This is an optimization exercise on Yosys and OpenROAD, whose aim is small area, not a production implementation. Only simulation tests tie the RTL to the original design; equivalence was not proved. Power is estimated from default activity; no workload was simulated.

==> flow/design.v <==
module rf_aoi222 (a1, a2, b1, b2, c1, c2, y);
	input a1, a2, b1, b2, c1, c2;
	output y;
	assign y = ~((a1 & a2) | (b1 & b2) | (c1 & c2));
endmodule
module rf_nand2 (a1, a2, y);
	input a1, a2;
	output y;
	assign y = ~(a1 & a2);
endmodule
module rf_or11n (n, y);
	input [10:0] n;
	output y;
	assign y = ~&n;
endmodule
module rf_hold (en, en_n, d, q, y);
	input en, en_n, d, q;
	output y;
	assign y = (en & d) | (en_n & q);
endmodule
module rf_rdbit (d, sel, y);
	input [31:1] d, sel;
	output y;
	wire [10:0] n;
	genvar g;
	generate
		for (g = 0; g < 10; g = g + 1) begin : grp
			rf_aoi222 u (.a1(d[3*g+1]), .a2(sel[3*g+1]), .b1(d[3*g+2]), .b2(sel[3*g+2]),
			             .c1(d[3*g+3]), .c2(sel[3*g+3]), .y(n[g]));
		end
	endgenerate
	rf_nand2 u31 (.a1(d[31]), .a2(sel[31]), .y(n[10]));
	rf_or11n uor (.n(n), .y(y));
endmodule
module regfile (r_data1, r_data2, clk, rst, r_reg1, r_reg2, w_reg, w_data, w_enable);
	output [31:0] r_data1, r_data2;
	input [31:0] w_data;
	input [4:0] r_reg1, r_reg2, w_reg;
	input clk, rst, w_enable;
	reg  [31:1] valid;
	wire [31:1] we, we_n, s1, s2;
	reg  [32*32-1:32] data;
	genvar i, j;
	generate
		for (i = 1; i < 32; i = i + 1) begin : r
			wire [31:0] dnext;
			assign we[i]   = w_enable && (w_reg == i);
			assign we_n[i] = ~we[i];
			always @(posedge clk or negedge rst)
				if (!rst)
					valid[i] <= 1'b0;
				else if (we[i])
					valid[i] <= 1'b1;
			for (j = 0; j < 32; j = j + 1) begin : b
				rf_hold h (.en(we[i]), .en_n(we_n[i]), .d(w_data[j]), .q(data[32*i+j]), .y(dnext[j]));
			end
			always @(posedge clk)
				data[32*i +: 32] <= dnext;
			assign s1[i] = valid[i] && (r_reg1 == i);
			assign s2[i] = valid[i] && (r_reg2 == i);
		end
		for (j = 0; j < 32; j = j + 1) begin : c
			wire [31:1] col;
			for (i = 1; i < 32; i = i + 1) begin : m
				assign col[i] = data[32*i+j];
			end
			rf_rdbit rd1 (.d(col), .sel(s1), .y(r_data1[j]));
			rf_rdbit rd2 (.d(col), .sel(s2), .y(r_data2[j]));
		end
	endgenerate
endmodule
Settings: LEC_CHECK=0, CAP_MARGIN=20, CORE_MARGIN=2, CORE_UTILIZATION=45, SETUP_SLACK_MARGIN=0.1, SLEW_MARGIN=20, SYNTH_HIERARCHICAL=1; clock period 5.0 ns.
standard.sh (not shown) runs the stock make flow with config.mk's settings and CLKGATE_MAP_FILE= SYNTH_SCRIPT=/design/flow/synth_recipe.tcl, a recipe that flattens the netlist after the stock synthesis.
==> flow/flow/run.sh <==
#!/bin/bash
# The standard layout (standard.sh), with two changes:
#  - port buffers use the smallest buffer (buf_1) instead of the resizer's choice;
#  - the clock tree uses clkbuf_8 with sink clusters of up to 16 flip-flops
#    within 80 um, and no dummy clock loads.
# All tool output goes to standard.log in this folder (ORFS's own per-step logs
# are kept under orfs/logs/).
set -euo pipefail
export BUFFER_PORTS_ARGS="-buffer_cell sky130_fd_sc_hd__buf_1"
export CTS_ARGS="-sink_clustering_enable -repair_clock_nets -dont_use_dummy_load -buf_list {sky130_fd_sc_hd__clkbuf_8} -sink_clustering_size 16 -sink_clustering_max_diameter 80"
bash standard.sh > standard.log 2>&1
Rerun with:
==> flow/flow/run.sh (replaced) <==
#!/bin/bash
# The standard layout (standard.sh), with two changes:
#  - port buffers use the smallest buffer (buf_1) instead of the resizer's choice;
#  - the clock tree uses clkbuf_8 with sink clusters of up to 14 flip-flops
#    within 80 um, and no dummy clock loads;
#  - after global routing, gates off the critical paths are downsized
#    (ORFS's power recovery over all paths with positive slack).
# All tool output goes to standard.log in this folder (ORFS's own per-step logs
# are kept under orfs/logs/).
set -euo pipefail
export BUFFER_PORTS_ARGS="-buffer_cell sky130_fd_sc_hd__buf_1"
export CTS_ARGS="-sink_clustering_enable -repair_clock_nets -dont_use_dummy_load -buf_list {sky130_fd_sc_hd__clkbuf_8} -sink_clustering_size 14 -sink_clustering_max_diameter 80"
export RECOVER_POWER=100
bash standard.sh > standard.log 2>&1
--- a/flow/config.mk
+++ b/flow/config.mk
@@ -6,4 +6,5 @@
 export NUM_CORES = 4
 export LEC_CHECK = 0
+export ABC_AREA = 1
 export CAP_MARGIN = 20
 export CORE_MARGIN = 2
Outcome:
- The new run reached the layout checks and failed them: max-capacitance violations, max-slew violations
- total power went up by 2.0%
- die area went up by 33%
- routed wire length climbs by 16%
- non-clock buffer count went up by 4
Rerun with:
==> flow/flow/run.sh (replaced) <==
#!/bin/bash
# The standard layout (standard.sh), with two changes:
#  - port buffers use the smallest buffer (buf_1) instead of the resizer's choice;
#  - the clock tree uses clkbuf_8 with sink clusters of up to 14 flip-flops
#    within 80 um, and no dummy clock loads.
# All tool output goes to standard.log in this folder (ORFS's own per-step logs
# are kept under orfs/logs/).
set -euo pipefail
export BUFFER_PORTS_ARGS="-buffer_cell sky130_fd_sc_hd__buf_1"
export CTS_ARGS="-sink_clustering_enable -repair_clock_nets -dont_use_dummy_load -buf_list {sky130_fd_sc_hd__clkbuf_8} -sink_clustering_size 14 -sink_clustering_max_diameter 80"
bash standard.sh > standard.log 2>&1
--- a/flow/config.mk
+++ b/flow/config.mk
@@ -6,5 +6,4 @@
 export NUM_CORES = 4
 export LEC_CHECK = 0
-export ABC_AREA = 1
 export CAP_MARGIN = 20
 export CORE_MARGIN = 2
The new run produced a clean layout.
Worst setup slack got worse by 0.13 ns.
Clock power fell by about 4%.
Synthesized area fell by 25%.
Die area fell by 25%.
Final cell count fell by 56%.
Via count fell by 26%.
Rerun with:
==> flow/flow/run.sh (replaced) <==
#!/bin/bash
# The standard layout (standard.sh), with two changes:
#  - port buffers use the smallest buffer (buf_1) instead of the resizer's choice;
#  - the clock tree uses clkbuf_8 with sink clusters of up to 14 flip-flops
#    within 80 um, and no dummy clock loads;
#  - after global routing, gates off the critical paths are downsized
#    (ORFS's power recovery over all paths with positive slack).
# All tool output goes to standard.log in this folder (ORFS's own per-step logs
# are kept under orfs/logs/).
set -euo pipefail
export BUFFER_PORTS_ARGS="-buffer_cell sky130_fd_sc_hd__buf_1"
export CTS_ARGS="-sink_clustering_enable -repair_clock_nets -dont_use_dummy_load -buf_list {sky130_fd_sc_hd__clkbuf_8} -sink_clustering_size 14 -sink_clustering_max_diameter 80"
export RECOVER_POWER=100
bash standard.sh > standard.log 2>&1
Result:
- With this change the flow finished but failed the layout checks on max-capacitance violations, max-slew violations
- global-route usage stays the same
- setup slack gets worse by 0.066 ns
- count of clock-buffer cells in the layout is unchanged
- maximum frequency drops slightly
- wire length stays flat
- final cell count is about the same
- cell area decreases slightly
- utilization went down by 0.27 points
- die area is unchanged
- register-to-register slack hardly moves

* * *

RTL: the design.v shown in full above, as it stands there.
Settings: LEC_CHECK=0, CAP_MARGIN=20, CORE_MARGIN=2, CORE_UTILIZATION=52, SETUP_SLACK_MARGIN=0.1, SLEW_MARGIN=20, SYNTH_HIERARCHICAL=1; clock period 5.0 ns.
==> flow/flow/run.sh <==
#!/bin/bash
# The standard layout (standard.sh), with two changes:
#  - port buffers use the smallest buffer (buf_1) instead of the resizer's choice;
#  - the clock tree uses clkbuf_8 with sink clusters of up to 16 flip-flops
#    within 80 um, and no dummy clock loads.
# All tool output goes to standard.log in this folder (ORFS's own per-step logs
# are kept under orfs/logs/).
set -euo pipefail
export BUFFER_PORTS_ARGS="-buffer_cell sky130_fd_sc_hd__buf_1"
export CTS_ARGS="-sink_clustering_enable -repair_clock_nets -dont_use_dummy_load -buf_list {sky130_fd_sc_hd__clkbuf_8} -sink_clustering_size 16 -sink_clustering_max_diameter 80"
bash standard.sh > standard.log 2>&1
Next try:
==> flow/flow/run.sh (replaced) <==
#!/bin/bash
# The standard layout (standard.sh), with two changes:
#  - port buffers use the smallest buffer (buf_1) instead of the resizer's choice;
#  - the clock tree uses clkbuf_8 with sink clusters of up to 14 flip-flops
#    within 80 um, and no dummy clock loads.
# All tool output goes to standard.log in this folder (ORFS's own per-step logs
# are kept under orfs/logs/).
set -euo pipefail
export BUFFER_PORTS_ARGS="-buffer_cell sky130_fd_sc_hd__buf_1"
export CTS_ARGS="-sink_clustering_enable -repair_clock_nets -dont_use_dummy_load -buf_list {sky130_fd_sc_hd__clkbuf_8} -sink_clustering_size 14 -sink_clustering_max_diameter 80"
bash standard.sh > standard.log 2>&1
Settings changed: CORE_UTILIZATION 52 to 45, GPL_TIMING_DRIVEN set to 0.
=>
- The new run completed without violations
- die area rose by 15%
- sequential share of layout area decreases by 1.9 points
- worst setup slack improves by 0.13 ns
- clock power goes up by 4.9%
- first-iteration DRC count shrinks by 18%
- synthesized cell count is unchanged
- count of clock-buffer cells in the layout increases by 9

-- port drivers added, routing unchanged --
How much do the figures lean on ideal ports? The routed layouts below were timed once more, with nothing changed but the port constraints.
Step 1, drivers: a clkbuf_16 drives clk and a buf_2 each remaining input, both assumed.
Step 2, shift: input delay + t, output delay - t, t = (earliest + latest rising clock arrival at the registers) / 2. This alone moves slack from input paths to output paths.
Slacks: ideal ports / drivers / drivers and shift; pairs: ideal ports / drivers.
run | t, ns | slack for setup (ns) | hold slack, ns | worst slew at a driven data input, ns
the first run of note 1 | 0.784 | 0.116 / 0.090 / 0.090 | 0.362 / 0.304 / 0.490 | 0.11
the second run of note 1 | 0.855 | 0.278 / 0.317 / -0.537 | 0.453 / 0.453 / 0.453 | 0.08
the third run of note 1 | 0.790 | 0.149 / 0.123 / 0.123 | 0.347 / 0.298 / 0.490 | 0.10
the fourth run of note 1 | 0.791 | 0.083 / 0.053 / -0.525 | 0.491 / 0.491 / 0.491 | 0.11
the first run of note 2 | 0.778 | 0.029 / -0.003 / -0.003 | 0.362 / 0.314 / 0.479 | 0.18
the second run of note 2 | 0.801 | 0.158 / 0.127 / 0.127 | 0.162 / 0.105 / 0.478 | 0.13
For the second run of note 1, which loses most, drivers alone change the setup slack by +0.039 ns; drivers and shift together by -0.815 ns.
